This is an optimization exercise on Yosys and OpenROAD, whose aim is small area, a short achievable clock period and few clock cycles, not a production implementation.
In this exercise RTL edits were held to simulation tests only and were not proved equivalent to the original.
Power and IR drop assume default switching activity.

==> flow/design.v (outline; a module is shown in full before it is edited, if it fits) <==
// module g_tr27: 176 lines
// module g_s2mix: 439 lines
// module g_s3: 994 lines
// module steganography: 184 lines
module steganography (
    input         sys_clk,
    input         reset,
    input         start,
    input         mode,
    input  [31:0] message_size,
    output        done,
    output [31:0] image_addra,
    input  [31:0] image_rddataa,
    output [31:0] secret_addra,
    input  [31:0] secret_rddataa,
    output [31:0] image_wrdatab,
    output [3:0]  image_web,
    output [31:0] image_addrb,
    output [31:0] secret_wrdatab,
    output [3:0]  secret_web,
    output [31:0] secret_addrb
);
  // ...
==> flow/run.sh <==
#!/bin/bash
# synth_recipe.tcl (not shown) runs the flow's synth.tcl, then flattens the netlist and writes it again
# the make line also repeats each setting of config.mk as NAME=value (left out here)
make -C /OpenROAD-flow-scripts/flow DESIGN_CONFIG=/design/flow/config.mk WORK_HOME=/design/flow/orfs CLKGATE_MAP_FILE= SYNTH_SCRIPT=/design/flow/synth_recipe.tcl finish
==> flow/config.mk <==
export PLATFORM = sky130hd
export DESIGN_NAME = steganography
export DESIGN_NICKNAME = steganography
export VERILOG_FILES = /design/flow/design.v
export SDC_FILE = /design/flow/constraint.sdc
export NUM_CORES = 4
export LEC_CHECK = 0
export ABC_AREA = 1
export CAP_MARGIN = 20
export CORE_MARGIN = 2
export CORE_UTILIZATION = 40
export SLEW_MARGIN = 20
==> flow/constraint.sdc <==
create_clock -name core_clock -period 16.0 [get_ports {sys_clk}]
set_input_delay 3.2000 -clock core_clock [delete_from_list [all_inputs] [get_ports {sys_clk}]]
set_output_delay 3.2000 -clock core_clock [all_outputs]
set_load 0.01 [all_outputs]
==> impl_metrics.ini, run 1 <==
[global_routing]
grt_use_total_pct = 18.8
antenna_found_initial = 0
grt_pass1_vias = 11400

[floorplan]
fp.dieW_microns = 191

[synthesis]
yosysWarnings = 1
synth_area_sq_um = 13900
synth_seq_cells = 240
post_synth_main_area_contributors = dfxtp_1, nand2_1, inv_1
yosysSeqAreaShare_pct = 36.7

[final_layout]
layout_common_cells = nand2_1, inv_1, clkdlybuf4s50_1
clkbuf_count = 39
final_common_cell = nand2_1
nets = 2247

[sta]
hold_slack_ns = 0.323
post-route-period-util_pct = 30.1

[pwr]
power_leader = sequential cells
power_leakage_uw = 0.00756
switchingPower_uw = 728
power_frac_comb_pct = 33.3

[clock_tree]
tritoncts = done
clock-sinks = 240

[route]
wl_met1_mm = 15.6
maxUsedRoutingLayer = met4
drt-initial-drc-count = 601

[critical_path]
setup.worst_path.end_class = output port

[status]
outcome = timing/DRC/antenna clean

[min_path]
holdCritPathClass = reg2reg
Testbench counts, summed over its fixed seeds: cycles 9,323.
==> inputs of run 2 (changes only) <==
==> flow/flow/run.sh (new file) <==
#!/bin/bash
# Own flow: the standard synthesis; then the synthesized logic (not the
# registers, which keep their names and cells) is mapped again with ABC for
# area; then the standard layout, with buf_1 cells as the port buffers.
# Each tool's output goes to a log file here.
set -euo pipefail
W=$(pwd)
F=$W/flow
R=$W/orfs/results/$FLOW_PLATFORM/steganography/base
LIB=$FLOW_HOME/platforms/sky130hd/lib/sky130_fd_sc_hd__tt_025C_1v80.lib
export BUFFER_PORTS_ARGS="-buffer_cell sky130_fd_sc_hd__buf_1"

# 1. standard synthesis
bash standard.sh synth > synth.log 2>&1
cp $R/1_2_yosys.v synth_standard.v

# 2. logic re-mapping
yosys -q -l cells.log -p "read_liberty -ignore_miss_func -ignore_miss_dir $LIB; write_verilog -noattr cells_all.v"
python3 $F/mkmap.py cells_all.v comb_map.v
DU=""
for c in $(cat $F/dont_use.txt); do DU="$DU -dont_use $c"; done
printf 'strash\n&get -n\n&deepsyn -T %s\n&put\ndch -f\nmap -a\ntopo\nstime -c\n' "${DEEPSYN_T:-120}" > remap.abc
yosys -l remap.log -p "
read_liberty -lib $LIB
read_verilog synth_standard.v
hierarchy -top $FLOW_TOP
techmap -map comb_map.v
techmap
opt -fast
abc -script $W/remap.abc -liberty $LIB $DU
opt_clean -purge
hilomap -singleton -hicell sky130_fd_sc_hd__conb_1 HI -locell sky130_fd_sc_hd__conb_1 LO
insbuf -buf sky130_fd_sc_hd__buf_4 A X
write_verilog -noattr -noexpr -nohex -nodec $W/remapped.v
stat -liberty $LIB
" > /dev/null
cp remapped.v $R/1_2_yosys.v

# 3. standard layout from the re-mapped netlist
bash standard.sh > layout.log 2>&1
==> flow/flow/dont_use.txt (new file) <==
sky130_fd_sc_hd__lpflow_bleeder_1
sky130_fd_sc_hd__lpflow_clkbufkapwr_1
sky130_fd_sc_hd__lpflow_clkbufkapwr_16
sky130_fd_sc_hd__lpflow_clkbufkapwr_2
sky130_fd_sc_hd__lpflow_clkbufkapwr_4
sky130_fd_sc_hd__lpflow_clkbufkapwr_8
sky130_fd_sc_hd__lpflow_clkinvkapwr_1
sky130_fd_sc_hd__lpflow_clkinvkapwr_16
sky130_fd_sc_hd__lpflow_clkinvkapwr_2
sky130_fd_sc_hd__lpflow_clkinvkapwr_4
sky130_fd_sc_hd__lpflow_clkinvkapwr_8
sky130_fd_sc_hd__lpflow_decapkapwr_12
sky130_fd_sc_hd__lpflow_decapkapwr_3
sky130_fd_sc_hd__lpflow_decapkapwr_4
sky130_fd_sc_hd__lpflow_decapkapwr_6
sky130_fd_sc_hd__lpflow_decapkapwr_8
sky130_fd_sc_hd__lpflow_inputiso0n_1
sky130_fd_sc_hd__lpflow_inputiso0p_1
sky130_fd_sc_hd__lpflow_inputiso1n_1
sky130_fd_sc_hd__lpflow_inputiso1p_1
sky130_fd_sc_hd__lpflow_inputisolatch_1
sky130_fd_sc_hd__lpflow_isobufsrc_1
sky130_fd_sc_hd__lpflow_isobufsrc_16
sky130_fd_sc_hd__lpflow_isobufsrc_2
sky130_fd_sc_hd__lpflow_isobufsrc_4
sky130_fd_sc_hd__lpflow_isobufsrc_8
sky130_fd_sc_hd__lpflow_isobufsrckapwr_16
sky130_fd_sc_hd__lpflow_lsbuf_lh_hl_isowell_tap_1
sky130_fd_sc_hd__lpflow_lsbuf_lh_hl_isowell_tap_2
sky130_fd_sc_hd__lpflow_lsbuf_lh_hl_isowell_tap_4
sky130_fd_sc_hd__lpflow_lsbuf_lh_isowell_4
sky130_fd_sc_hd__lpflow_lsbuf_lh_isowell_tap_1
sky130_fd_sc_hd__lpflow_lsbuf_lh_isowell_tap_2
sky130_fd_sc_hd__lpflow_lsbuf_lh_isowell_tap_4
sky130_fd_sc_hd__probe_p_8
sky130_fd_sc_hd__probec_p_8
==> flow/flow/mkmap.py (new file) <==
#!/usr/bin/env python3
# Keep the combinational cell models of a yosys-written liberty model file
# (no flip-flops, latches or tie cells): a techmap file that turns the
# synthesized netlist's logic cells back into gates.
import re, sys
s = open(sys.argv[1]).read()
out = []
for body, name in re.findall(r'(module (\S+)\(.*?endmodule\n)', s, re.S):
    if 'always' in body or ' reg ' in body or 'conb' in name or 'output' not in body:
        continue
    out.append(body)
open(sys.argv[2], 'w').write("\n".join(out))
==> flow/standard.sh (new file) <==
#!/bin/bash
# synth_recipe.tcl (not shown) runs the flow's synth.tcl, then flattens the netlist and writes it again
# the make line also repeats each setting of config.mk as NAME=value (left out here)
make -C /OpenROAD-flow-scripts/flow DESIGN_CONFIG=/design/flow/config.mk WORK_HOME=/design/flow/orfs CLKGATE_MAP_FILE= SYNTH_SCRIPT=/design/flow/synth_recipe.tcl "${@:-finish}"
removed: flow/run.sh
==> run 2 against run 1 <==
Effect of this change:
- still clean
- non-clock buffer count unchanged
- register-to-register slack lost 1.5 ns
- via count shrank 12%
- clock power decreased by 3.9%
- wire length down 17%
- clock-buffer cell count down 10
- power is 4.9% lower
- critical path type is now in2reg
- critical endpoint is now ra[4]
- highest routed layer is now met5
==> impl_metrics.ini, run 2 <==
[route]
drc = 0
num_vias = 10800
wirelength_mm = 29.0
via_per_inst = 4.93
drt-initial-drc-count = 679
ant_nets = 0
wire_per_inst_microns = 13.3
dr.pass1.iters = 6

[critical_path]
critPathKind = in2reg
startpoint = reset
cp.arrival_ns = 5.60
cp_cell_sequence = buf_1, clkinv_1, nand2_1, nor3_1
worst_r2r_startpoint = d1[5]
startpoint_type = primary input
setup.worst_path.end_class = flip-flop
critPathRequiredTime_ns = 16.40
max_stage_delay_ns = 1.00
cpMaxStageDelayCell = clkinv_1
crit_fanout = 35
rr_worst_depth = 27

[sta]
tns_ns = 0
hold_violations = 0
finalSetupViolCount = 0
fin_ws_ns = 10.80
drv_slew = 0
slew_headroom_pct = 26.6
skew_ns = 0.0105
post-route-period-util_pct = 32.5
worstMarginPinSlew_ns = 1.10
min_period_ns = 5.20
hold_slack_ns = 0.326
max_freq_mhz = 192
grt_setup_unrepaired = no

[min_path]
holdPathStages = 0
min_from = d2[27]
holdCritPathClass = reg2reg

[final_layout]
multi_input_area_sq_um = 5200
post-route-util_pct = 45.1
finalNonFillerCells = 2185
layout_common_cells = nor2_1, clkinv_1, buf_1
final_common_cell = nor2_1
diodes = 0
synthToLayoutAreaGrowth_pct = 10.5
nets = 1875
final_layout_size_suffix_gt1_share_pct = 3.73
regArea_sq_um = 5120
filler_cell_count = 2985

[clock_tree]
cts_inserted_buffers = 26
cts_buffer_depth = 3
cts_resized = 0
tritoncts = done
clkTransAtPathRegs_ns = 0.06
clock_latency_ns = 0.53
clock-sinks = 240
root_buffer = clkbuf_16
cts_htree_levels = 1
cts_setup_buffers = 0
postCtsHoldBufs = 0

[synthesis]
syn_avg_cell_area_sq_um = 7.50
yosysWarnings = 1
synth_area_sq_um = 12100
synthCells = 1615

[global_routing]
grt_pass1_vias = 9426
grtUsageMet3_pct = 2.47
antenna_found_initial = 2
grt_start_max_net_pins = 36
grt_overflow = 0
grt_use_total_pct = 17.8
use_met1_pct = 22.8
busiest_layer = met2
met2_usage_pct = 30.2
grt_pass1_wl_mm = 45.6

[pwr]
power_leakage_uw = 0.00512
vdd_drop_max_v = 0.0000709
powerDensity_nw_per_um2 = 144

[status]
outcome = timing/DRC/antenna clean

[placed_design]
pre_cts_slack_ns = 10.19
hpwl_mm = 22.8
gp_congestion = 0.894
port-buffer-count = 221
dp_cells = 2137

[floorplan]
core-area_sq_um = 29700
ios = 301
die_h_microns = 178
fp.dieW_microns = 178
dieArea_sq_um = 31700
start_util_pct = 40.8
rows = 63

[run]
drv_cap = 0
## run 2: where the power goes
| part | total, uW | switching, uW | internal, uW |
|---|---|---|---|
| Sequential | 759 | 67.7 | 692 |
| Combinational | 581 | 390 | 191 |
| Clock | 586 | 250 | 336 |
## run 2: final timing paths
| kind | to | slack [ns] |
|---|---|---|
| max | ra[4] | 10.80 |
| min | pw[27] | 0.33 |
| max reg2reg | fA[5] | 10.98 |
| min reg2reg | pw[27] | 0.33 |
## run 2: area by class of cell
type                       instances  share of cell area (%)
multi-input combinational       1054                    38.9
sequential                       240                    38.3
inverter                         229                    6.42
timing repair buffer             224                    6.36
clock buffer                      29                    5.25
tap                              390                    3.64
clock inverter                    19                    1.16
## run 2: through the flow
step / power [uW] / area, sq um
after detailed placement: 1340 / 12500
final: 1930 / 13400
after global placement: 1330 / 12500
after floorplan: 1200 / 12300
after global routing: 2050 / 13400
after CTS: 1940 / 13400
## run 2: critical path: cells and delay by family
family                 cells  cell delay, ns
buffers and inverters      2            1.69
AND/OR/NAND/NOR            2            0.69
## run 2: routing by layer
metal  vias to the layer above  wire length (microns)
met2                       306                  13700
met3                        68                   1460
li1                       5525                      -
met4                         2                    955
met1                      4879                  12900
met5                         -                     10
==> inputs of run 3 (changes only) <==
--- a/flow/flow/run.sh
+++ b/flow/flow/run.sh
@@ -9,6 +9,7 @@
 R=$W/orfs/results/$FLOW_PLATFORM/steganography/base
 LIB=$FLOW_HOME/platforms/sky130hd/lib/sky130_fd_sc_hd__tt_025C_1v80.lib
 export BUFFER_PORTS_ARGS="-buffer_cell sky130_fd_sc_hd__buf_1"
+export SETUP_SLACK_MARGIN=11.0
 
 # 1. standard synthesis
 bash standard.sh synth > synth.log 2>&1
==> run 3 against run 2 <==
Effect of this change:
- synthesized area unchanged
- sequential cell count stayed put
- via count rose by 0.27%
- clock power barely moved
- register-to-register slack improved by 0.49 ns
- core utilization rose by 0.093 points
- sequential power about the same
- clock-buffer cell count did not move
- power rose by 0.18%
- maximum frequency rose by 10%
==> impl_metrics.ini, run 3 <==
[status]
outcome = timing/DRC/antenna clean

[min_path]
holdCritPathClass = reg2reg
holdPathStages = 0
min_from = d2[27]
min_to = pw[27]

[clock_tree]
root_buffer = clkbuf_16
cts_buffer_depth = 3
cts_inserted_buffers = 26
clock_latency_ns = 0.53
cts_htree_levels = 1
tritoncts = done
clock-sinks = 240
clkTransAtPathRegs_ns = 0.06
postCtsHoldBufs = 0

[sta]
hold_violations = 0
max_freq_mhz = 212
post-route-period-util_pct = 29.5
skew_ns = 0.00988
worstMarginPinSlew_ns = 1.09
tns_ns = 0
min_period_ns = 4.72
grt_setup_unrepaired = no
finalSetupViolCount = 0
drv_slew = 0
slew_headroom_pct = 27.1

[global_routing]
grt_start_max_net_pins = 36
grt_pass1_wl_mm = 45.6
grt_pass1_vias = 9422
grt_overflow = 0
grt_use_total_pct = 17.8
antenna_found_initial = 2

[placed_design]
port-buffer-count = 221
place_area_sq_um = 12500
hpwl_mm = 22.8
gp_congestion = 0.894

[synthesis]
yosysWarnings = 1
synth_area_sq_um = 12100
syn_avg_cell_area_sq_um = 7.50
synthCells = 1615

[critical_path]
cp_num_buf_inv = 2
rr_worst_depth = 27
crit_fanout = 35
critPathRequiredTime_ns = 16.41
worst_r2r_startpoint = d1[5]
cpMaxStageDelayCell = buf_1
cp.arrival_ns = 5.12
critPathKind = in2reg
max_stage_delay_ns = 0.71
r2r-end = fA[5]
cp_cell_sequence = buf_1, clkinv_2, nand2_1, nor3_1
setup.worst_path.end_class = flip-flop
startpoint_type = primary input
cp_top_family = buffers and inverters
ff2ff_setup_slack_ns = 11.47

[floorplan]
die_h_microns = 178
dieArea_sq_um = 31700
start_util_pct = 40.8
core-area_sq_um = 29700
rows = 63
ios = 301
fp.dieW_microns = 178

[pwr]
powerDensity_nw_per_um2 = 144
vdd_drop_max_v = 0.0000710
power_leakage_uw = 0.00513

[route]
wirelength_mm = 29.1
dr.pass1.iters = 7
via_per_inst = 4.94
drc = 0
ant_nets = 0
num_vias = 10800
drt-initial-drc-count = 774
wire_per_inst_microns = 13.3

[final_layout]
layout_common_cells = nor2_1, clkinv_1, buf_1
final_cell_area_sq_um = 13400
regArea_sq_um = 5120
diodes = 0
multi_input_area_sq_um = 5220
filler_cell_count = 2984
final_layout_size_suffix_gt1_share_pct = 4.18
final_common_cell = nor2_1
nets = 1876
synthToLayoutAreaGrowth_pct = 10.8

[run]
drv_cap = 0
run 3: per-stage QoR:
stage	total power, uW	setup WS, ns	hold WS, ns	std cells	utilization, %
floorplan	1200	11.89	0.310	1677	-
global placement	1330	10.23	0.310	2137	42.2
detailed placement	1340	10.19	0.312	2137	42.2
CTS	1940	11.05	0.326	2185	45.1
global route	2050	10.99	0.333	2186	45.1
finish	1930	11.28	0.326	2186	45.1
run 3: worst max path at each step:
stage | startpoint | endpoint | slack, ns | cells after the start
after floorplan | reset | ra[15] | 11.89 | 3
after global placement | reset | ra[4] | 10.23 | 4
after detailed placement | reset | ra[4] | 10.19 | 4
after CTS | d1[5] | fA[5] | 11.05 | 27
after global routing | d1[5] | fA[5] | 10.99 | 30
final | reset | ra[4] | 11.28 | 4
run 3: power by group:
group | total (uW) | leakage [uW] | internal, uW | switching, uW
logic | 586 | 0.00265 | 193 | 393
registers | 759 | 0.00205 | 692 | 67.8
clock network | 585 | 0.000427 | 336 | 249
run 3: cell type report:
cell class,count,area share (%)
Clock buffer,29,5.24
Clock inverter,19,1.16
Inverter,229,6.42
Multi-Input combinational cell,1054,38.9
Sequential cell,240,38.2
Tap cell,390,3.64
Timing Repair Buffer,225,6.41
run 3: layer usage:
layer  vias to the layer above  routed length (microns)  track usage [%]
li1                       5532                        -                -
met1                      4884                    12800             22.8
met2                       320                    13700             30.2
met3                        71                     1560             2.47
met4                         2                     1010             6.80
met5                         -                       10                0
run 3: repair_timing:
item | in CTS | in global routing
endpoints found under the hold margin | 0 | 0
cloned | 0 | 0
endpoints found under the setup margin | 8 | 2
buffers inserted | 0 | 1
pin swaps | 0 | 1
resized for setup | 1 | 12
==> inputs of run 4 (changes only) <==
--- a/flow/flow/run.sh
+++ b/flow/flow/run.sh
@@ -9,7 +9,7 @@
 R=$W/orfs/results/$FLOW_PLATFORM/steganography/base
 LIB=$FLOW_HOME/platforms/sky130hd/lib/sky130_fd_sc_hd__tt_025C_1v80.lib
 export BUFFER_PORTS_ARGS="-buffer_cell sky130_fd_sc_hd__buf_1"
-export SETUP_SLACK_MARGIN=11.0
+export SETUP_SLACK_MARGIN=11.6
 
 # 1. standard synthesis
 bash standard.sh synth > synth.log 2>&1
==> run 4 against run 3 <==
Effect of this change:
- worst hold slack barely moved
- clock power about the same
- register-to-register slack better by 0.38 ns
- critical path depth down 3
- critical path type is now reg2out
- highest routed layer unchanged
==> impl_metrics.ini, run 4 <==
[clock_tree]
clkTransAtPathRegs_ns = 0.06
cts_inserted_buffers = 26
tritoncts = done
cts_buffer_depth = 3
clock-sinks = 240
root_buffer = clkbuf_16
clock_latency_ns = 0.53
cts_htree_levels = 1
postCtsHoldBufs = 0

[pwr]
total_power_uw = 1950
p_int_uw = 1230
vdd_drop_max_v = 0.0000715
pwr-share-clk_pct = 30.0
power_leakage_uw = 0.00521
netSwitchingFraction_pct = 36.9
switchingPower_uw = 720
pwr-share-seq_pct = 39.0
powerDensity_nw_per_um2 = 144
power_frac_comb_pct = 31.0

[critical_path]
cp_top_family = flip-flops
startpoint_type = flip-flop
cp_cell_sequence = buf_1
ff2ff_setup_slack_ns = 11.85
path_depth = 1
worst_r2r_startpoint = d1[2]
rr_worst_depth = 29
critPathKind = reg2out
crit_fanout = 2
max_stage_delay_ns = 0.35
critPathRequiredTime_ns = 12.80
setup.worst_path.end_class = output port
cpMaxStageDelayCell = edfxtp_1
cp_num_buf_inv = 1
startpoint = wrdata[15]
cp.arrival_ns = 1.13
crit_path_end = secret_wrdatab[15]
r2r-end = fA[4]

[global_routing]
grt_start_max_net_pins = 36
grt_pass1_wl_mm = 45.7
grt_overflow = 0
grt_pass1_vias = 9469
antenna_found_initial = 2
grt_use_total_pct = 17.8

[final_layout]
filler_cell_count = 2964
synthToLayoutAreaGrowth_pct = 12.0
layout_common_cells = nor2_1, clkinv_1, buf_1
final_common_cell = nor2_1
nets = 1881
diodes = 0
final_layout_size_suffix_gt1_share_pct = 6.39
post-route-util_pct = 45.7

[sta]
hold_violations = 0
grt_setup_unrepaired = yes
max_freq_mhz = 231
drv_slew = 0
skew_ns = 0.0107
post-route-period-util_pct = 27.1
fin_ws_ns = 11.67
finalSetupViolCount = 0
hold_slack_ns = 0.326
tns_ns = 0
slew_headroom_pct = 26.6
min_period_ns = 4.33
worstMarginPinSlew_ns = 1.10

[floorplan]
rows = 63
start_util_pct = 40.8
dieArea_sq_um = 31700
ios = 301
fp.dieW_microns = 178
core-area_sq_um = 29700
die_h_microns = 178

[min_path]
holdPathStages = 0
holdCritPathClass = reg2reg

[synthesis]
yosysWarnings = 1
synthCells = 1615
syn_avg_cell_area_sq_um = 7.50
synth_area_sq_um = 12100

[route]
drt-initial-drc-count = 725
wire_per_inst_microns = 13.4
wirelength_mm = 29.4
dr.pass1.iters = 5
drc = 0
num_vias = 10800
ant_nets = 0
via_per_inst = 4.94

[placed_design]
hpwl_mm = 22.8
pre_cts_slack_ns = 10.19
port-buffer-count = 221
gp_congestion = 0.894

[status]
outcome = timing/DRC/antenna clean

[run]
drv_cap = 0
-- run 4: through the flow --
| step | instances | area [sq um] |
|---|---|---|
| final | 2191 | 13600 |
| after global routing | 2191 | 13600 |
| after CTS | 2188 | 13500 |
| after detailed placement | 2137 | 12500 |
| after global placement | 2137 | 12500 |
| after floorplan | 1677 | 12300 |
-- run 4: final cells by class --
| cell class | count | area [sq um] | area share [%] |
|---|---|---|---|
| clock inverters | 19 | 155 | 1.14 |
| clock buffers | 29 | 703 | 5.18 |
| flip-flops and latches | 240 | 5130 | 37.8 |
| inverters | 229 | 865 | 6.37 |
| well taps | 390 | 488 | 3.60 |
| repair buffers | 230 | 907 | 6.68 |
| multi-input cells | 1054 | 5320 | 39.2 |
-- run 4: worst min-delay path by stage --
stage,endpoint,start,slack [ns]
floorplan,pw[0],d2[0],0.31
global placement,pw[26],d2[26],0.31
detailed placement,pw[0],d2[0],0.31
CTS,pw[0],d2[0],0.33
global route,pw[3],d2[3],0.33
finish,pw[27],d2[27],0.33
-- run 4: what timing repair did --
item,in CTS,in global routing
gates resized for setup,20,46
hold endpoints to repair,0,0
buffers inserted,3,3
pin swaps,3,5
endpoints found under the setup margin,48,13
cloned,0,0
-- run 4: routing by layer --
metal  global-route usage, %  part of all wire, %
met1                    22.8                   44
met5                       0                0.034
met4                    6.80                  3.1
met2                    30.5                   47
met3                    2.47                  5.0
-- run 4: power by group through the flow --
stage | Sequential, uW | Clock [uW] | Combinational (uW)
global placement | 770 | 0 | 562
detailed placement | 772 | 0 | 572
finish | 761 | 586 | 605
CTS | 760 | 601 | 583
global route | 771 | 628 | 677
floorplan | 755 | 0 | 440
==> module steganography, before the edit <==
module steganography (
    input         sys_clk,
    input         reset,
    input         start,
    input         mode,
    input  [31:0] message_size,
    output        done,
    output [31:0] image_addra,
    input  [31:0] image_rddataa,
    output [31:0] secret_addra,
    input  [31:0] secret_rddataa,
    output [31:0] image_wrdatab,
    output [3:0]  image_web,
    output [31:0] image_addrb,
    output [31:0] secret_wrdatab,
    output [3:0]  secret_web,
    output [31:0] secret_addrb
);
    function [5:0] tlo;
        input [3:0] l;
        begin
            case (l)
                4'd0: tlo = 6'b000000;
                4'd1: tlo = 6'b000001;
                4'd2: tlo = 6'b000010;
                4'd3: tlo = 6'b000100;
                4'd4: tlo = 6'b000101;
                4'd5: tlo = 6'b000110;
                4'd6: tlo = 6'b001000;
                4'd7: tlo = 6'b001001;
                4'd8: tlo = 6'b001010;
                4'd9: tlo = 6'b010000;
                4'd10: tlo = 6'b010001;
                4'd11: tlo = 6'b010010;
                4'd12: tlo = 6'b010100;
                4'd13: tlo = 6'b010101;
                4'd14: tlo = 6'b010110;
                4'd15: tlo = 6'b011000;
                default: tlo = 6'b0;
            endcase
        end
    endfunction
    function [7:0] clamp;
        input [7:0] b;
        begin
            clamp = {b[7:1], b[0] ^ ((b == 8'd0) | (b == 8'd255))};
        end
    endfunction
    reg        started;
    reg        mode_r;
    reg        v1, v2, v3, pv;     
    reg        wvi, wvs;           
    reg        done_r;
    reg [16:0] ra;                 
    reg [15:0] K;                  
    reg [16:0] wa;                 
    reg [2:0]  p1, p2, p3;         
    wire hit = (K == message_size[15:0]);    
    always @(posedge sys_clk) begin
        if (reset) begin
            started <= 1'b0;
            v1      <= 1'b0;
            v2      <= 1'b0;
            v3      <= 1'b0;
            pv      <= 1'b0;
            wvi     <= 1'b0;
            wvs     <= 1'b0;
            done_r  <= 1'b0;
            ra      <= 17'd0;
            K       <= 16'd0;
            wa      <= 17'd0;
            p1      <= 3'd5;
        end else begin
            if (!started) begin
                if (start) begin
                    started <= 1'b1;
                    v1      <= 1'b1;
                    ra      <= 17'd1;
                    p1      <= 3'd0;
                end
            end else begin
                ra <= ra + 17'd1;
                if (p1 != 3'd2 && p1 != 3'd5)
                    K <= K + 16'd1;
                p1 <= (p1 == 3'd5) ? 3'd0 : p1 + 3'd1;
                if (hit)
                    v1 <= 1'b0;
            end
            v2  <= v1;
            v3  <= v2;
            pv  <= v3;
            wvi <= ~mode_r & pv;
            wvs <= mode_r & v3 & ((p3 == 3'd5) | ~v2);
            if (wvi | wvs)
                wa <= wa + 17'd1;
            if ((wvi & ~pv) | (wvs & ~v3))
                done_r <= 1'b1;
        end
    end
    always @(posedge sys_clk) begin
        mode_r <= mode;
        p2 <= p1;
        p3 <= p2;
    end
    reg [31:0] d1;
    reg [3:0]  sA1, sB1;           
    always @(posedge sys_clk) begin
        if (mode_r)
            d1 <= image_rddataa;
        else
            d1 <= {clamp(image_rddataa[31:24]), clamp(image_rddataa[23:16]),
                   clamp(image_rddataa[15:8]),  clamp(image_rddataa[7:0])};
        case (p1)
            3'd0:    sA1 <= secret_rddataa[7:4];
            3'd1:    sA1 <= secret_rddataa[3:0];
            3'd2:    sA1 <= secret_rddataa[15:12];
            3'd3:    sA1 <= secret_rddataa[23:20];
            3'd4:    sA1 <= secret_rddataa[19:16];
            default: sA1 <= secret_rddataa[31:28];
        endcase
        sB1 <= (p1 == 3'd2) ? secret_rddataa[11:8] : secret_rddataa[27:24];
    end
    wire [5:0] r0, r1, r2, r3;     
    g_tr27 u_r0 (.b(d1[7:0]),   .r(r0));
    g_tr27 u_r1 (.b(d1[15:8]),  .r(r1));
    g_tr27 u_r2 (.b(d1[23:16]), .r(r2));
    g_tr27 u_r3 (.b(d1[31:24]), .r(r3));
    reg  [5:0] carry;              
    wire [5:0] fA2, fB2, cn2;
    g_s2mix u_s2 (.r0(r0), .r1(r1), .r2(r2), .r3(r3), .carry(carry), .p(p2),
                  .fA(fA2), .fB(fB2), .cn(cn2));
    reg  [5:0] fA, fB;             
    reg  [31:0] d2;
    reg  [4:0] nA, nB;             
    wire [5:0] tnA = tlo(sA1);
    wire [5:0] tnB = tlo(sB1);
    always @(posedge sys_clk) begin
        fA <= fA2;
        fB <= fB2;
        carry <= cn2;
        d2 <= d1;
        nA <= {tnA[4], tnA[3:0]};
        nB <= {tnB[4], tnB[3:0]};
    end
    reg [31:0] pw;                 
    reg [7:0]  pt;                 
    wire [31:0] emb;               
    wire [7:0]  ptn;               
    wire [3:0]  xA3, xB3;          
    g_s3 u_s3 (.nA(nA), .nB(nB), .fA(fA), .fB(fB), .p(p3), .pw(pw), .pt(pt),
               .v3(v3), .emb(emb), .ptn(ptn), .xA(xA3), .xB(xB3));
    reg [31:0] wrdata;
    always @(posedge sys_clk) begin
        pw <= d2;
        pt <= ptn;
        if (!mode_r)
            wrdata <= emb;
        else if (v3) begin
            case (p3)
                3'd0: wrdata <= {24'd0, xA3, 4'd0};
                3'd1: wrdata[3:0] <= xA3;
                3'd2: begin
                    wrdata[15:12] <= xA3;
                    wrdata[11:8]  <= xB3;
                end
                3'd3: wrdata[23:20] <= xA3;
                3'd4: wrdata[19:16] <= xA3;
                default: begin
                    wrdata[31:28] <= xA3;
                    wrdata[27:24] <= xB3;
                end
            endcase
        end
    end
    assign done           = done_r;
    assign image_addra    = {13'd0, ra, 2'b00};
    assign secret_addra   = {14'd0, K[15:2], 2'b00};
    assign image_addrb    = {13'd0, wa, 2'b00};
    assign secret_addrb   = {13'd0, wa, 2'b00};
    assign image_wrdatab  = wrdata;
    assign secret_wrdatab = wrdata;
    assign image_web      = {4{wvi}};
    assign secret_web     = {4{wvs}};
endmodule
==> inputs of run 5 (changes only) <==
--- a/flow/design.v
+++ b/flow/design.v
@@ -1664,7 +1664,8 @@
     reg [16:0] ra;                 
     reg [15:0] K;                  
     reg [16:0] wa;                 
-    reg [2:0]  p1, p2, p3;         
+    reg [2:0]  p1;                 
+    reg [2:0]  p2, p3;             
     wire hit = (K == message_size[15:0]);    
     always @(posedge sys_clk) begin
         if (reset) begin
@@ -1678,8 +1679,6 @@
             done_r  <= 1'b0;
             ra      <= 17'd0;
             K       <= 16'd0;
-            wa      <= 17'd0;
-            p1      <= 3'd5;
         end else begin
             if (!started) begin
                 if (start) begin
@@ -1701,16 +1700,25 @@
             pv  <= v3;
             wvi <= ~mode_r & pv;
             wvs <= mode_r & v3 & ((p3 == 3'd5) | ~v2);
-            if (wvi | wvs)
+            if (!started)
+                wa <= 17'd0;
+            else if (wvi | wvs)
                 wa <= wa + 17'd1;
             if ((wvi & ~pv) | (wvs & ~v3))
                 done_r <= 1'b1;
         end
     end
-    always @(posedge sys_clk) begin
+    always @(posedge sys_clk)
         mode_r <= mode;
-        p2 <= p1;
-        p3 <= p2;
+    always @(*) begin
+        case (p1)
+            3'd0:    begin p2 = 3'd5; p3 = 3'd4; end
+            3'd1:    begin p2 = 3'd0; p3 = 3'd5; end
+            3'd2:    begin p2 = 3'd1; p3 = 3'd0; end
+            3'd3:    begin p2 = 3'd2; p3 = 3'd1; end
+            3'd4:    begin p2 = 3'd3; p3 = 3'd2; end
+            default: begin p2 = 3'd4; p3 = 3'd3; end
+        endcase
     end
     reg [31:0] d1;
     reg [3:0]  sA1, sB1;           
--- a/flow/flow/run.sh
+++ b/flow/flow/run.sh
@@ -20,7 +20,7 @@
 python3 $F/mkmap.py cells_all.v comb_map.v
 DU=""
 for c in $(cat $F/dont_use.txt); do DU="$DU -dont_use $c"; done
-printf 'strash\n&get -n\n&deepsyn -T %s\n&put\ndch -f\nmap -a\ntopo\nstime -c\n' "${DEEPSYN_T:-120}" > remap.abc
+printf 'strash\n&get -n\n&deepsyn -T %s\n&put\ndch -f\n&get -n\n&nf -R 1000\n&put\ntopo\nstime -c\n' "${DEEPSYN_T:-120}" > remap.abc
 yosys -l remap.log -p "
 read_liberty -lib $LIB
 read_verilog synth_standard.v
==> run 5 against run 4 <==
Effect of this change:
- setup slack worse by 0.019 ns
- clock skew down 0.0032 ns
- final area up 0.27%
- sequential power down 0.9%
- synthesized area down 0.94%
- critical endpoint is now image_addrb[16]
==> impl_metrics.ini, run 5 <==
[sta]
worstMarginPinSlew_ns = 1.00
skew_ns = 0.00758
drv_slew = 0
max_freq_mhz = 230
grt_setup_unrepaired = yes
hold_violations = 0
post-route-period-util_pct = 27.2
finalSetupViolCount = 0
slew_headroom_pct = 33.0
fin_ws_ns = 11.65
hold_slack_ns = 0.325
min_period_ns = 4.35
tns_ns = 0

[clock_tree]
tritoncts = done
clock_latency_ns = 0.52
clock-sinks = 234
cts_buffer_depth = 3
cts_htree_levels = 1
postCtsHoldBufs = 0
clkTransAtPathRegs_ns = 0.06
cts_inserted_buffers = 26
root_buffer = clkbuf_16

[critical_path]
cp_cell_sequence = buf_1
cp.arrival_ns = 1.15
critPathRequiredTime_ns = 12.80
crit_fanout = 5
cp_num_buf_inv = 1
max_stage_delay_ns = 0.46
cp_top_family = flip-flops
setup.worst_path.end_class = output port
cpMaxStageDelayCell = edfxtp_1
critPathKind = reg2out
startpoint_type = flip-flop

[placed_design]
pre_cts_slack_ns = 11.35
place_area_sq_um = 12500
hpwl_mm = 21.9
port-buffer-count = 221
gp_congestion = 0.838
dp_cells = 1925

[synthesis]
synth_area_sq_um = 12000
synthCells = 1395
yosysWarnings = 1
syn_avg_cell_area_sq_um = 8.60

[run]
drv_cap = 0

[final_layout]
final_common_cell = buf_1
filler_cell_count = 2866
final_layout_size_suffix_gt1_share_pct = 6.14
layout_common_cells = buf_1, dfxtp_1, nor2_1
final_cell_area_sq_um = 13600
synthToLayoutAreaGrowth_pct = 13.4
finalNonFillerCells = 1986
diodes = 0
nets = 1676

[floorplan]
start_util_pct = 40.6
rows = 63
die_h_microns = 177
fp.dieW_microns = 177
core-area_sq_um = 29600
dieArea_sq_um = 31400
ios = 301

[global_routing]
grt_pass1_wl_mm = 44.3
grt_use_total_pct = 17.4
grt_pass1_vias = 8973
grt_start_max_net_pins = 35
grt_overflow = 0
antenna_found_initial = 0

[route]
wirelength_mm = 28.8
num_vias = 10200
wire_per_inst_microns = 14.5
drc = 0
dr.pass1.iters = 5
drt-initial-drc-count = 611
ant_nets = 0
via_per_inst = 5.11

[status]
outcome = timing/DRC/antenna clean

[min_path]
holdCritPathClass = reg2reg

[pwr]
power_leakage_uw = 0.00509
powerDensity_nw_per_um2 = 141
vdd_drop_max_v = 0.0000821
run 5: per-layer routing:
metal | track usage (%) | wire length [microns]
met4 | 5.06 | 664
met3 | 2.56 | 1530
met2 | 30.9 | 14200
met1 | 21.9 | 12400
met5 | 0 | 0
run 5: stage by stage:
step | util (%) | total power, uW
floorplan | - | 1180
global placement | 42.2 | 1300
detailed placement | 42.2 | 1310
CTS | 45.3 | 1920
global route | 46.0 | 2040
finish | 46.0 | 1920
run 5: area by class of cell:
class	count	area, sq um	share of cell area [%]
clock buffer	41	810	5.95
clock inverter	7	70.1	0.515
inverter	38	143	1.05
multi-input combinational	1035	5900	43.4
sequential	234	5210	38.3
tap	390	488	3.59
timing repair buffer	241	985	7.24
run 5: worst paths after layout:
check                          to  cells after the start  startpoint  slack (ns)
hold / removal             pw[24]                      0      d2[24]        0.33
setup reg to reg            fA[4]                     25       d1[2]       11.94
setup / recovery  image_addrb[16]                      1      wa[14]       11.65
hold reg to reg            pw[24]                      0      d2[24]        0.33
run 5: repair_timing:
item / in CTS / in global routing
resized for setup: 5 / 41
setup endpoints to repair: 8 / 25
pin swaps: 0 / 4
buffers inserted: 2 / 11
run 5: where the power goes:
group | internal, uW | switching [uW]
Clock | 364 | 233
Combinational | 218 | 355
Sequential | 682 | 71.7
Testbench counts of run 5, summed over its fixed seeds: cycles 9,323.
==> inputs of run 6 (changes only) <==
--- a/flow/flow/run.sh
+++ b/flow/flow/run.sh
@@ -10,6 +10,7 @@
 LIB=$FLOW_HOME/platforms/sky130hd/lib/sky130_fd_sc_hd__tt_025C_1v80.lib
 export BUFFER_PORTS_ARGS="-buffer_cell sky130_fd_sc_hd__buf_1"
 export SETUP_SLACK_MARGIN=11.6
+export CTS_ARGS="-sink_clustering_enable -repair_clock_nets -buf_list {sky130_fd_sc_hd__clkbuf_8 sky130_fd_sc_hd__clkbuf_16} -root_buf sky130_fd_sc_hd__clkbuf_16 -sink_clustering_size 24 -sink_clustering_max_diameter 120 -dont_use_dummy_load"
 
 # 1. standard synthesis
 bash standard.sh synth > synth.log 2>&1
==> run 6 against run 5 <==
Effect of this change:
- first-iteration DRC count increased by 14%
- sequential share of layout area up 1.8 points
- die area did not move
- global-route usage decreased by 0.15 points
- setup slack gained 0.020 ns
- critical endpoint is now secret_addrb[11]
- clock skew grew 0.019 ns
- clock-buffer cell count is 28 lower
- sequential power barely moved
- still clean on timing, DRC and antenna
- register-to-register slack barely moved
- non-clock buffer count shrank 7
- sequential cell count unchanged
==> impl_metrics.ini, run 6 <==
[status]
outcome = timing/DRC/antenna clean

[critical_path]
r2r-end = fA[4]
startpoint_type = flip-flop
cp_top_family = flip-flops
crit_fanout = 6
cpMaxStageDelayCell = edfxtp_1
worst_r2r_startpoint = d1[2]
ff2ff_setup_slack_ns = 11.95
rr_worst_depth = 25
cp_cell_sequence = buf_1
cp_num_buf_inv = 1
max_stage_delay_ns = 0.48
path_depth = 1
critPathRequiredTime_ns = 12.80
critPathKind = reg2out
cp.arrival_ns = 1.13
setup.worst_path.end_class = output port

[min_path]
min_to = pw[9]
holdPathStages = 0
holdCritPathClass = reg2reg
min_from = d2[9]

[clock_tree]
cts_inserted_buffers = 13
postCtsHoldBufs = 0
cts_buffer_depth = 3
clkTransAtPathRegs_ns = 0.10
clock_latency_ns = 0.47
root_buffer = clkbuf_16
clock-sinks = 234
cts_htree_levels = 1
tritoncts = done

[final_layout]
layout_common_cells = buf_1, dfxtp_1, nor2_1
nets = 1656
synthToLayoutAreaGrowth_pct = 8.37
diodes = 0
final_common_cell = buf_1
final_layout_size_suffix_gt1_share_pct = 3.80

[placed_design]
hpwl_mm = 21.9
pre_cts_slack_ns = 11.35
gp_congestion = 0.838
port-buffer-count = 221

[global_routing]
grt_pass1_vias = 8790
antenna_found_initial = 0
grt_overflow = 0
grt_use_total_pct = 17.3
grt_start_max_net_pins = 35
grt_pass1_wl_mm = 43.9

[sta]
hold_violations = 0
worstMarginPinSlew_ns = 1.00
tns_ns = 0
fin_ws_ns = 11.67
max_freq_mhz = 231
drv_slew = 0
grt_setup_unrepaired = no
finalSetupViolCount = 0
min_period_ns = 4.33
post-route-period-util_pct = 27.1
skew_ns = 0.0267
slew_headroom_pct = 33.0

[floorplan]
die_h_microns = 177
fp.dieW_microns = 177
core-area_sq_um = 29600
dieArea_sq_um = 31400
ios = 301
rows = 63
start_util_pct = 40.6

[pwr]
total_power_uw = 1650
pwr-share-seq_pct = 45.6
switchingPower_uw = 607
power_leakage_uw = 0.00478
vdd_drop_max_v = 0.0000575
powerDensity_nw_per_um2 = 127
power_frac_comb_pct = 34.6
netSwitchingFraction_pct = 36.8
pwr-share-clk_pct = 19.8
p_int_uw = 1040

[synthesis]
synthCells = 1395
synth_area_sq_um = 12000
yosysWarnings = 1
syn_avg_cell_area_sq_um = 8.60

[route]
via_per_inst = 5.16
wire_per_inst_microns = 14.6
ant_nets = 0
wirelength_mm = 28.4
dr.pass1.iters = 5
drt-initial-drc-count = 695
num_vias = 10000
drc = 0

[run]
drv_cap = 0
## run 6: cell count changes in the layout (fill, tap and decap cells not counted), moves of 3 or more
cell	delta
clkbuf_2	-4
buf_4	-7
clkbuf_16	-15
clkinv_2	-3
clkbuf_1	-7
clkbuf_8	-6
buf_1	+4
## run 6: per-stage QoR
| step | std cells | area [sq um] | util (%) | hold WS, ns |
|---|---|---|---|---|
| 5_1_grt | 1944 | 13000 | 44.0 | 0.319 |
| 3_5_place_dp | 1925 | 12500 | 42.2 | 0.312 |
| 3_3_place_gp | 1925 | 12500 | 42.2 | 0.311 |
| 4_1_cts | 1939 | 12800 | 43.4 | 0.316 |
| 2_1_floorplan | 1457 | 12200 | - | 0.310 |
| 6_report | 1944 | 13000 | 44.0 | 0.317 |
## run 6: how the worst max path moves through the flow
stage | startpoint | end | slack [ns]
2_1_floorplan | message_size[3] | v1 | 11.89
3_3_place_gp | reset | wa[9] | 11.33
3_5_place_dp | reset | wa[9] | 11.35
4_1_cts | wa[0] | image_addrb[2] | 11.62
5_1_grt | d1[2] | fA[4] | 11.59
6_report | wa[9] | secret_addrb[11] | 11.67
## run 6: power groups by stage
stage / combinational (uW) / clock, uW / sequential [uW]
after CTS: 553 / 340 / 752
after global placement: 536 / 0 / 764
after detailed placement: 548 / 0 / 765
final: 572 / 327 / 752
after floorplan: 427 / 0 / 751
after global routing: 640 / 361 / 765
## run 6: metal layers
metal	track usage, %	routed length [microns]
met4	4.24	572
met2	31.0	14000
met5	0	0
met1	22.1	12500
met3	2.02	1370
## run 6: timing repair
action | in CTS | in global routing
buffers inserted | 1 | 5
setup endpoints to repair | 2 | 12
resized for setup | 5 | 39
pin swaps | 0 | 5
## run 6: layout make-up
type                       count  area [sq um]
timing repair buffer         234           927
fill                        2915         16600
inverter                      38           143
multi-input combinational   1035          5910
tap                          390           488
sequential                   234          5210
clock buffer                  13           325
==> inputs of run 7 (changes only) <==
--- a/flow/design.v
+++ b/flow/design.v
@@ -1658,15 +1658,18 @@
     endfunction
     reg        started;
     reg        mode_r;
-    reg        v1, v2, v3, pv;     
+    reg        v1;                 
+    reg        v2, v3, pv;         
     reg        wvi, wvs;           
     reg        done_r;
     reg [16:0] ra;                 
-    reg [15:0] K;                  
+    reg [15:0] K;
     reg [16:0] wa;                 
-    reg [2:0]  p1;                 
-    reg [2:0]  p2, p3;             
+    reg [2:0]  p2;                 
+    reg [2:0]  p3;                 
     wire hit = (K == message_size[15:0]);    
+    wire kinc = v2 & (p2 != 3'd2) & (p2 != 3'd5);
+    wire wr   = wvi | wvs;
     always @(posedge sys_clk) begin
         if (reset) begin
             started <= 1'b0;
@@ -1680,63 +1683,41 @@
             ra      <= 17'd0;
             K       <= 16'd0;
         end else begin
-            if (!started) begin
-                if (start) begin
-                    started <= 1'b1;
-                    v1      <= 1'b1;
-                    ra      <= 17'd1;
-                    p1      <= 3'd0;
-                end
-            end else begin
-                ra <= ra + 17'd1;
-                if (p1 != 3'd2 && p1 != 3'd5)
-                    K <= K + 16'd1;
-                p1 <= (p1 == 3'd5) ? 3'd0 : p1 + 3'd1;
-                if (hit)
-                    v1 <= 1'b0;
-            end
-            v2  <= v1;
-            v3  <= v2;
-            pv  <= v3;
-            wvi <= ~mode_r & pv;
-            wvs <= mode_r & v3 & ((p3 == 3'd5) | ~v2);
-            if (!started)
-                wa <= 17'd0;
-            else if (wvi | wvs)
-                wa <= wa + 17'd1;
-            if ((wvi & ~pv) | (wvs & ~v3))
-                done_r <= 1'b1;
+            started <= started | start;
+            v1      <= ~started & start;
+            ra      <= started ? ra + 17'd1 : {16'd0, start};
+            K       <= K + {15'd0, kinc};
+            v2      <= v1 | (v2 & ~hit);
+            v3      <= v2;
+            pv      <= v3;
+            wvi     <= ~mode_r & pv;
+            wvs     <= mode_r & v3 & ((p3 == 3'd5) | ~v2);
+            done_r  <= done_r | (wvi & ~pv) | (wvs & ~v3);
         end
     end
     always @(posedge sys_clk)
+        wa <= {17{started}} & (wa + {16'd0, wr});
+    always @(posedge sys_clk)
+        p2 <= ~started ? 3'd5 : (p2 == 3'd5) ? 3'd0 : p2 + 3'd1;
+    always @(posedge sys_clk)
         mode_r <= mode;
     always @(*) begin
-        case (p1)
-            3'd0:    begin p2 = 3'd5; p3 = 3'd4; end
-            3'd1:    begin p2 = 3'd0; p3 = 3'd5; end
-            3'd2:    begin p2 = 3'd1; p3 = 3'd0; end
-            3'd3:    begin p2 = 3'd2; p3 = 3'd1; end
-            3'd4:    begin p2 = 3'd3; p3 = 3'd2; end
-            default: begin p2 = 3'd4; p3 = 3'd3; end
+        case (p2)
+            3'd0:    p3 = 3'd5;
+            3'd1:    p3 = 3'd0;
+            3'd2:    p3 = 3'd1;
+            3'd3:    p3 = 3'd2;
+            3'd4:    p3 = 3'd3;
+            default: p3 = 3'd4;
         endcase
     end
     reg [31:0] d1;
-    reg [3:0]  sA1, sB1;           
     always @(posedge sys_clk) begin
         if (mode_r)
             d1 <= image_rddataa;
         else
             d1 <= {clamp(image_rddataa[31:24]), clamp(image_rddataa[23:16]),
                    clamp(image_rddataa[15:8]),  clamp(image_rddataa[7:0])};
-        case (p1)
-            3'd0:    sA1 <= secret_rddataa[7:4];
-            3'd1:    sA1 <= secret_rddataa[3:0];
-            3'd2:    sA1 <= secret_rddataa[15:12];
-            3'd3:    sA1 <= secret_rddataa[23:20];
-            3'd4:    sA1 <= secret_rddataa[19:16];
-            default: sA1 <= secret_rddataa[31:28];
-        endcase
-        sB1 <= (p1 == 3'd2) ? secret_rddataa[11:8] : secret_rddataa[27:24];
     end
     wire [5:0] r0, r1, r2, r3;     
     g_tr27 u_r0 (.b(d1[7:0]),   .r(r0));
@@ -1750,8 +1731,20 @@
     reg  [5:0] fA, fB;             
     reg  [31:0] d2;
     reg  [4:0] nA, nB;             
-    wire [5:0] tnA = tlo(sA1);
-    wire [5:0] tnB = tlo(sB1);
+    reg  [3:0] sA;                 
+    always @(*) begin
+        case (p2)
+            3'd0:    sA = secret_rddataa[7:4];
+            3'd1:    sA = secret_rddataa[3:0];
+            3'd2:    sA = secret_rddataa[15:12];
+            3'd3:    sA = secret_rddataa[23:20];
+            3'd4:    sA = secret_rddataa[19:16];
+            default: sA = secret_rddataa[31:28];
+        endcase
+    end
+    wire [3:0] sB = (p2 == 3'd2) ? secret_rddataa[11:8] : secret_rddataa[27:24];
+    wire [5:0] tnA = tlo(sA);
+    wire [5:0] tnB = tlo(sB);
     always @(posedge sys_clk) begin
         fA <= fA2;
         fB <= fB2;
==> run 7 against run 6 <==
Effect of this change:
- largest power group unchanged
- still clean
- final area is 3.5% lower
- setup slack better by 0.0098 ns
- wire length is 2.3% lower
- synthesized area is 3.5% lower
- critical endpoint is now secret_wrdatab[14]
- worst hold slack better by 0.011 ns
- clock power is 2% lower
==> impl_metrics.ini, run 7 <==
[status]
outcome = timing/DRC/antenna clean

[critical_path]
cp_cell_sequence = buf_1
setup.worst_path.end_class = output port
cpMaxStageDelayCell = edfxtp_1
cp_top_family = flip-flops
critPathRequiredTime_ns = 12.80
crit_fanout = 2
cp.arrival_ns = 1.12
critPathKind = reg2out
startpoint_type = flip-flop
max_stage_delay_ns = 0.48
cp_num_buf_inv = 1

[pwr]
power_leakage_uw = 0.00472
total_power_uw = 1630
powerDensity_nw_per_um2 = 130
vdd_drop_max_v = 0.0000565

[run]
drv_cap = 0

[placed_design]
pre_cts_slack_ns = 11.36
hpwl_mm = 21.9
gp_congestion = 0.899
port-buffer-count = 221

[floorplan]
start_util_pct = 40.5
fp.dieW_microns = 174
ios = 301
rows = 62
dieArea_sq_um = 30300
die_h_microns = 174
core-area_sq_um = 28600

[sta]
grt_setup_unrepaired = yes
tns_ns = 0
worstMarginPinSlew_ns = 1.05
min_period_ns = 4.32
hold_violations = 0
skew_ns = 0.0325
slew_headroom_pct = 29.7
finalSetupViolCount = 0
fin_ws_ns = 11.68
drv_slew = 0
max_freq_mhz = 231
post-route-period-util_pct = 27.0

[synthesis]
synthCells = 1371
synth_area_sq_um = 11600
yosysWarnings = 1
syn_avg_cell_area_sq_um = 8.45

[clock_tree]
root_buffer = clkbuf_16
cts_htree_levels = 1
tritoncts = done
clkTransAtPathRegs_ns = 0.10
cts_buffer_depth = 3
clock_latency_ns = 0.47
cts_inserted_buffers = 13
clock-sinks = 226
postCtsHoldBufs = 0

[min_path]
holdCritPathClass = reg2reg

[global_routing]
grt_pass1_wl_mm = 42.7
antenna_found_initial = 0
grt_overflow = 0
grt_use_total_pct = 17.2
grt_pass1_vias = 8578
grt_start_max_net_pins = 38

[final_layout]
layout_common_cells = buf_1, dfxtp_1, nor2_1
diodes = 0
final_layout_size_suffix_gt1_share_pct = 3.33
nets = 1634
synthToLayoutAreaGrowth_pct = 8.28
final_common_cell = buf_1

[route]
num_vias = 9792
dr.pass1.iters = 6
via_per_inst = 5.11
drt-initial-drc-count = 609
drc = 0
wirelength_mm = 27.8
wire_per_inst_microns = 14.5
ant_nets = 0
==> run 7: worst paths after layout <==
kind	startpoint	end	slack [ns]	cells past startpoint
setup / recovery	wrdata[14]	secret_wrdatab[14]	11.68	1
hold / removal	d2[29]	pw[29]	0.33	0
setup reg to reg	d1[13]	fB[4]	11.90	24
hold reg to reg	d2[29]	pw[29]	0.33	0
==> run 7: what timing repair did <==
| item | in CTS | in global routing |
|---|---|---|
| endpoints found under the setup margin | 6 | 10 |
| pin swaps | 0 | 5 |
| hold endpoints to repair | 0 | 0 |
| setup buffers | 0 | 6 |
| resized for setup | 8 | 29 |
==> run 7: power by group <==
group	leakage (uW)	switching (uW)	internal, uW
Sequential	0.00193	72.5	653
Clock	0.000160	174	146
Combinational	0.00263	356	228
Total	0.00472	603	1030
==> run 7: metal layers <==
metal / global-route usage (%) / wire (microns) / part of all wire, % / vias up
li1: - / - / - / 4980
met1: 21.9 / 12600 / 45 / 4503
met4: 4.94 / 774 / 2.8 / 0
met2: 30.3 / 13100 / 47 / 273
met5: 0 / 0 / 0 / -
met3: 2.19 / 1300 / 4.7 / 36
==> run 7: final cells by class <==
type,count,area (sq um)
sequential,226,4850
tap,384,480
clock buffer,13,325
inverter,40,150
timing repair buffer,232,912
multi-input combinational,1021,5820
fill,2833,16100
==> run 7: through the flow <==
stage | util, % | area (sq um) | hold slack (ns) | cells
5_1_grt | 43.8 | 12500 | 0.336 | 1916
6_report | 43.8 | 12500 | 0.328 | 1916
3_5_place_dp | 42.2 | 12100 | 0.312 | 1897
2_1_floorplan | - | 11800 | 0.310 | 1433
3_3_place_gp | 42.2 | 12100 | 0.310 | 1897
4_1_cts | 43.4 | 12400 | 0.324 | 1910
Testbench counts of run 7, summed over its fixed seeds: cycles 9,323.
==> inputs of run 8 (changes only) <==
--- a/flow/design.v
+++ b/flow/design.v
@@ -1663,12 +1663,22 @@
     reg        wvi, wvs;           
     reg        done_r;
     reg [16:0] ra;                 
-    reg [15:0] K;
+    reg [13:0] G;                  
+    reg [1:0]  Kl;                 
     reg [16:0] wa;                 
     reg [2:0]  p2;                 
     reg [2:0]  p3;                 
-    wire hit = (K == message_size[15:0]);    
-    wire kinc = v2 & (p2 != 3'd2) & (p2 != 3'd5);
+    always @(*) begin
+        case (p2)
+            3'd1:    Kl = 2'd1;
+            3'd2:    Kl = 2'd2;
+            3'd3:    Kl = 2'd2;
+            3'd4:    Kl = 2'd3;
+            default: Kl = 2'd0;
+        endcase
+    end
+    wire hit = ({G, Kl} == message_size[15:0]);    
+    wire ginc = v2 & (p2 == 3'd4);
     wire wr   = wvi | wvs;
     always @(posedge sys_clk) begin
         if (reset) begin
@@ -1681,12 +1691,12 @@
             wvs     <= 1'b0;
             done_r  <= 1'b0;
             ra      <= 17'd0;
-            K       <= 16'd0;
+            G       <= 14'd0;
         end else begin
             started <= started | start;
             v1      <= ~started & start;
             ra      <= started ? ra + 17'd1 : {16'd0, start};
-            K       <= K + {15'd0, kinc};
+            G       <= G + {13'd0, ginc};
             v2      <= v1 | (v2 & ~hit);
             v3      <= v2;
             pv      <= v3;
@@ -1785,7 +1795,7 @@
     end
     assign done           = done_r;
     assign image_addra    = {13'd0, ra, 2'b00};
-    assign secret_addra   = {14'd0, K[15:2], 2'b00};
+    assign secret_addra   = {16'd0, G, 2'b00};
     assign image_addrb    = {13'd0, wa, 2'b00};
     assign secret_addrb   = {13'd0, wa, 2'b00};
     assign image_wrdatab  = wrdata;
--- a/flow/flow/run.sh
+++ b/flow/flow/run.sh
@@ -9,7 +9,7 @@
 R=$W/orfs/results/$FLOW_PLATFORM/steganography/base
 LIB=$FLOW_HOME/platforms/sky130hd/lib/sky130_fd_sc_hd__tt_025C_1v80.lib
 export BUFFER_PORTS_ARGS="-buffer_cell sky130_fd_sc_hd__buf_1"
-export SETUP_SLACK_MARGIN=11.6
+export SETUP_SLACK_MARGIN=12.0
 export CTS_ARGS="-sink_clustering_enable -repair_clock_nets -buf_list {sky130_fd_sc_hd__clkbuf_8 sky130_fd_sc_hd__clkbuf_16} -root_buf sky130_fd_sc_hd__clkbuf_16 -sink_clustering_size 24 -sink_clustering_max_diameter 120 -dont_use_dummy_load"
 
 # 1. standard synthesis
==> run 8 against run 7 <==
Effect of this change:
- sequential cell count fell by 2
- register-to-register slack worse by 0.05 ns
- wire length up 10%
- final area is 14% higher
- clock skew is 0.0071 ns higher
- largest cell class unchanged
==> impl_metrics.ini, run 8 <==
[route]
num_vias = 10100
wire_per_inst_microns = 15.7
wl_met1_mm = 13.1
wl_met2_mm = 15.2
wirelength_mm = 30.6
drt-initial-drc-count = 599
dr.pass1.iters = 6
dr_wl_met3_mm = 1.41
drc = 0
ant_nets = 0
via_per_inst = 5.21
maxUsedRoutingLayer = met4

[clock_tree]
tritoncts = done
cts_inserted_buffers = 13
root_buffer = clkbuf_16
clock-sinks = 224
clkTransAtPathRegs_ns = 0.09
cts_htree_levels = 1
cts_buffer_depth = 3
clock_latency_ns = 0.48
postCtsHoldBufs = 0

[critical_path]
startpoint_type = flip-flop
cp_num_buf_inv = 1
setup.worst_path.end_class = output port
cpMaxStageDelayCell = edfxtp_1
cp.arrival_ns = 1.15
critPathRequiredTime_ns = 12.80
critPathKind = reg2out
cp_cell_sequence = buf_1
crit_fanout = 2
max_stage_delay_ns = 0.50
cp_top_family = flip-flops

[placed_design]
hpwl_mm = 22.0
place_area_sq_um = 12100
dp_cells = 1860
port-buffer-count = 221
pre_cts_slack_ns = 10.96
gp_congestion = 0.904

[pwr]
power_leakage_uw = 0.00578
powerDensity_nw_per_um2 = 119
vdd_drop_max_v = 0.0000590

[sta]
min_period_ns = 4.35
tns_ns = 0
post-route-period-util_pct = 27.2
grt_setup_unrepaired = yes
worstMarginPinSlew_ns = 0.983
slew_headroom_pct = 34.3
max_freq_mhz = 230
drv_slew = 0
hold_violations = 0
fin_ws_ns = 11.65
finalSetupViolCount = 0
skew_ns = 0.0396

[final_layout]
final_common_cell = dfxtp_1
post-route-util_pct = 51.0
final_cell_area_sq_um = 14200
finalNonFillerCells = 1948
diodes = 0
layout_common_cells = dfxtp_1, nor2_1, nand2_1
synthToLayoutAreaGrowth_pct = 24.5
nets = 1672
final_layout_size_suffix_gt1_share_pct = 25.4

[global_routing]
grt_use_total_pct = 18.8
grt_overflow = 0
antenna_found_initial = 0
grt_pass1_vias = 9259
grt_start_max_net_pins = 32
grt_pass1_wl_mm = 46.9

[status]
outcome = timing/DRC/antenna clean

[floorplan]
rows = 61
ios = 301
fp.dieW_microns = 173
start_util_pct = 41.0
die_h_microns = 173
dieArea_sq_um = 30000
core-area_sq_um = 27900

[synthesis]
synth_area_sq_um = 11400
yosysWarnings = 1
synthCells = 1334
syn_avg_cell_area_sq_um = 8.58

[min_path]
holdCritPathClass = reg2reg

[run]
drv_cap = 0
-- run 8: changes by cell type in the layout (fill, tap and decap cells not counted), sizes merged, moves of 4 or more --
cell,delta
nor2,-21
o22ai,+5
nand2,-24
or3,+5
a21oi,-16
clkbuf,+56
a22o,+6
a221oi,+7
buf,+14
inv,+6
o21a,-4
a2111oi,-4
nor3,+7
-- run 8: layout make-up --
cell class	instances	area, sq um
fillers	2550	13700
multi-input cells	988	6220
flip-flops and latches	224	4940
repair buffers	302	2100
well taps	378	473
clock buffers	13	325
inverters	43	176
-- run 8: report_power, final --
part / internal (uW) / switching [uW]
combinational: 273 / 385
clock: 146 / 175
sequential: 643 / 74.4
-- run 8: repair_timing --
action                                  CTS  global route
pin swaps                                12            21
hold endpoints to repair                  0             0
endpoints found under the setup margin  145           161
resized for setup                       267           164
setup buffers                            56            19
-- run 8: path summary, 6_finish.rpt --
path | startpoint | endpoint | slack (ns) | cells past startpoint
max | wrdata[24] | secret_wrdatab[24] | 11.65 | 1
max reg2reg | d1[5] | fA[4] | 11.85 | 19
min reg2reg | d2[10] | pw[10] | 0.30 | 0
min | d2[10] | pw[10] | 0.30 | 0
-- run 8: per-stage QoR --
step / hold slack, ns / power [uW]
after floorplan: 0.310 / 1160
after global placement: 0.311 / 1290
after detailed placement: 0.312 / 1300
after CTS: 0.303 / 1640
after global routing: 0.300 / 1810
final: 0.302 / 1700
-- run 8: layer usage --
layer	vias to the layer above	GRT usage (%)
met4	0	5.72
met1	4706	23.8
met3	48	2.22
met5	-	0
met2	342	33.4
li1	5052	-
Testbench counts of run 8, summed over its fixed seeds: cycles 9,323.
==> inputs of run 9 (changes only) <==
--- a/flow/flow/run.sh
+++ b/flow/flow/run.sh
@@ -9,7 +9,7 @@
 R=$W/orfs/results/$FLOW_PLATFORM/steganography/base
 LIB=$FLOW_HOME/platforms/sky130hd/lib/sky130_fd_sc_hd__tt_025C_1v80.lib
 export BUFFER_PORTS_ARGS="-buffer_cell sky130_fd_sc_hd__buf_1"
-export SETUP_SLACK_MARGIN=12.0
+export SETUP_SLACK_MARGIN=11.6
 export CTS_ARGS="-sink_clustering_enable -repair_clock_nets -buf_list {sky130_fd_sc_hd__clkbuf_8 sky130_fd_sc_hd__clkbuf_16} -root_buf sky130_fd_sc_hd__clkbuf_16 -sink_clustering_size 24 -sink_clustering_max_diameter 120 -dont_use_dummy_load"
 
 # 1. standard synthesis
==> run 9 against run 8 <==
Effect of this change:
- power decreased by 4.1%
- sequential cell count unchanged
- final area decreased by 12%
- die area unchanged
- combinational power decreased by about 10%
- global-route usage decreased by 1.1 points
- clock-buffer cell count unchanged
- via count decreased by 4.5%
==> impl_metrics.ini, run 9 <==
[status]
outcome = timing/DRC/antenna clean

[critical_path]
setup.worst_path.end_class = output port
cpMaxStageDelayCell = edfxtp_1
critPathRequiredTime_ns = 12.80
critPathKind = reg2out
cp_cell_sequence = buf_1
crit_fanout = 2
max_stage_delay_ns = 0.40
cp_top_family = flip-flops
startpoint_type = flip-flop
ff2ff_setup_slack_ns = 11.84
cp.arrival_ns = 1.14
cp_num_buf_inv = 1

[clock_tree]
clock_latency_ns = 0.47
root_buffer = clkbuf_16
clkTransAtPathRegs_ns = 0.10
cts_htree_levels = 1
postCtsHoldBufs = 0
cts_buffer_depth = 3
tritoncts = done
clock-sinks = 224
cts_inserted_buffers = 13

[floorplan]
rows = 61
core-area_sq_um = 27900
start_util_pct = 41.0
fp.dieW_microns = 173
ios = 301
die_h_microns = 173
dieArea_sq_um = 30000

[global_routing]
grt_overflow = 0
grt_start_max_net_pins = 38
antenna_found_initial = 0
grt_pass1_wl_mm = 44.0
grt_use_total_pct = 17.7
grt_pass1_vias = 8611

[sta]
worstMarginPinSlew_ns = 0.893
post-route-period-util_pct = 27.1
tns_ns = 0
hold_violations = 0
skew_ns = 0.0300
finalSetupViolCount = 0
min_period_ns = 4.34
grt_setup_unrepaired = yes
fin_ws_ns = 11.66
max_freq_mhz = 230
slew_headroom_pct = 39.9
drv_slew = 0

[final_layout]
nets = 1603
filler_cell_count = 2755
final_layout_size_suffix_gt1_share_pct = 4.33
final_common_cell = buf_1
synthToLayoutAreaGrowth_pct = 9.31
layout_common_cells = buf_1, dfxtp_1, nor2_1
diodes = 0

[pwr]
power_leakage_uw = 0.00468
switchingPower_uw = 602
p_int_uw = 1030
powerDensity_nw_per_um2 = 130
netSwitchingFraction_pct = 37.0
pwr-share-clk_pct = 19.5
pwr-share-seq_pct = 44.1
vdd_drop_max_v = 0.0000650
power_frac_comb_pct = 36.4

[placed_design]
port-buffer-count = 221
hpwl_mm = 21.9
pre_cts_slack_ns = 11.08
gp_congestion = 0.879

[min_path]
holdCritPathClass = reg2reg

[synthesis]
synthCells = 1334
yosysWarnings = 1
synth_area_sq_um = 11400
syn_avg_cell_area_sq_um = 8.58

[route]
drt-initial-drc-count = 601
via_per_inst = 5.16
drc = 0
wirelength_mm = 28.0
ant_nets = 0
wire_per_inst_microns = 14.9
dr.pass1.iters = 6
num_vias = 9687

[run]
drv_cap = 0
[run 9: cell types whose count changed in the layout (fill, tap and decap cells not counted), moves of 12 or more]
cell	previous run	this run
buf_1	86	220
buf_6	80	0
buf_4	80	12
clkbuf_2	56	1
dfxtp_1	132	186
dfxtp_2	36	4
dfxtp_4	24	2
nor2_1	110	122
[run 9: power groups by stage]
stage          Sequential (uW)  Clock, uW  Combinational [uW]
6_report                   717        318                 592
5_1_grt                    730        350                 663
4_1_cts                    716        331                 567
3_5_place_dp               729          0                 560
3_3_place_gp               727          0                 552
2_1_floorplan              713          0                 441
[run 9: path summary, 6_finish.rpt]
kind / from / endpoint / cells past startpoint
max: wrdata[25] / image_wrdatab[25] / 1
min: d2[19] / pw[19] / 0
max reg2reg: d1[2] / fA[4] / 24
min reg2reg: d2[19] / pw[19] / 0
[run 9: what timing repair did]
action	4_1_cts	5_1_grt
setup endpoints to repair	4	12
resized for setup	8	47
buffers inserted	4	3
pin swaps	4	9
[run 9: cell type report]
cell class,instances,area (sq um),share of cell area (%)
Inverter,43,161,1.29
Sequential cell,224,4820,38.5
Tap cell,378,473,3.78
Clock buffer,13,325,2.60
Multi-Input combinational cell,988,5810,46.4
Timing Repair Buffer,233,921,7.36
[run 9: per-layer routing]
layer	vias to the layer above	track usage (%)	wire, microns
met5	-	0	0
met1	4434	23.0	12600
li1	4918	-	-
met2	291	30.1	13200
met3	44	2.24	1260
met4	0	6.60	1020
[run 9: per-stage QoR]
step / cell area (sq um) / std cells / hold WS (ns) / total power (uW) / utilization, %
after global placement: 12000 / 1859 / 0.312 / 1280 / 42.9
final: 12500 / 1879 / 0.317 / 1630 / 44.8
after floorplan: 11700 / 1396 / 0.310 / 1150 / -
after detailed placement: 12000 / 1859 / 0.312 / 1290 / 42.9
after CTS: 12300 / 1876 / 0.323 / 1610 / 44.2
after global routing: 12500 / 1879 / 0.319 / 1740 / 44.8

==> afterwards: timing with drivers on the ports <==
Ports are ideal in the flow. The routed layouts listed here were re-timed in OpenROAD. Step 1 assumes that a clkbuf_16 drives the clock port and a buf_2 every other input. Step 2 times the ports against the registers' clock, not the clock port: input delays grow and output delays shrink by t, the midpoint of the rising clock arrivals with the driver on. Slacks: ideal ports / drivers / drivers and shift; pairs: ideal ports / drivers.
run	t, ns	slack for setup (ns)	latest minus earliest clock arrival (ns)	worst register clock-pin slew, ns	worst slew at a driven data input, ns
run 1	0.587	11.191 / 11.139 / 11.078	0.008 / 0.009	0.06 / 0.06	0.06
run 2	0.573	10.803 / 10.824 / 10.251	0.011 / 0.011	0.06 / 0.06	0.04
run 3	0.573	11.281 / 11.301 / 10.728	0.010 / 0.010	0.06 / 0.06	0.04
run 4	0.575	11.666 / 11.617 / 11.394	0.011 / 0.011	0.06 / 0.06	0.04
run 5	0.568	11.648 / 11.600 / 11.362	0.008 / 0.008	0.06 / 0.06	0.04
run 6	0.510	11.667 / 11.617 / 11.382	0.026 / 0.027	0.10 / 0.10	0.04
run 7	0.505	11.677 / 11.629 / 11.371	0.033 / 0.034	0.10 / 0.10	0.06
run 8	0.510	11.648 / 11.599 / 11.350	0.045 / 0.046	0.10 / 0.10	0.06
run 9	0.512	11.657 / 11.604 / 11.248	0.032 / 0.033	0.10 / 0.10	0.05
After both steps every run listed still meets setup and hold. For run 3, which loses most, drivers alone change the setup slack by +0.020 ns; drivers and shift together by -0.553 ns.
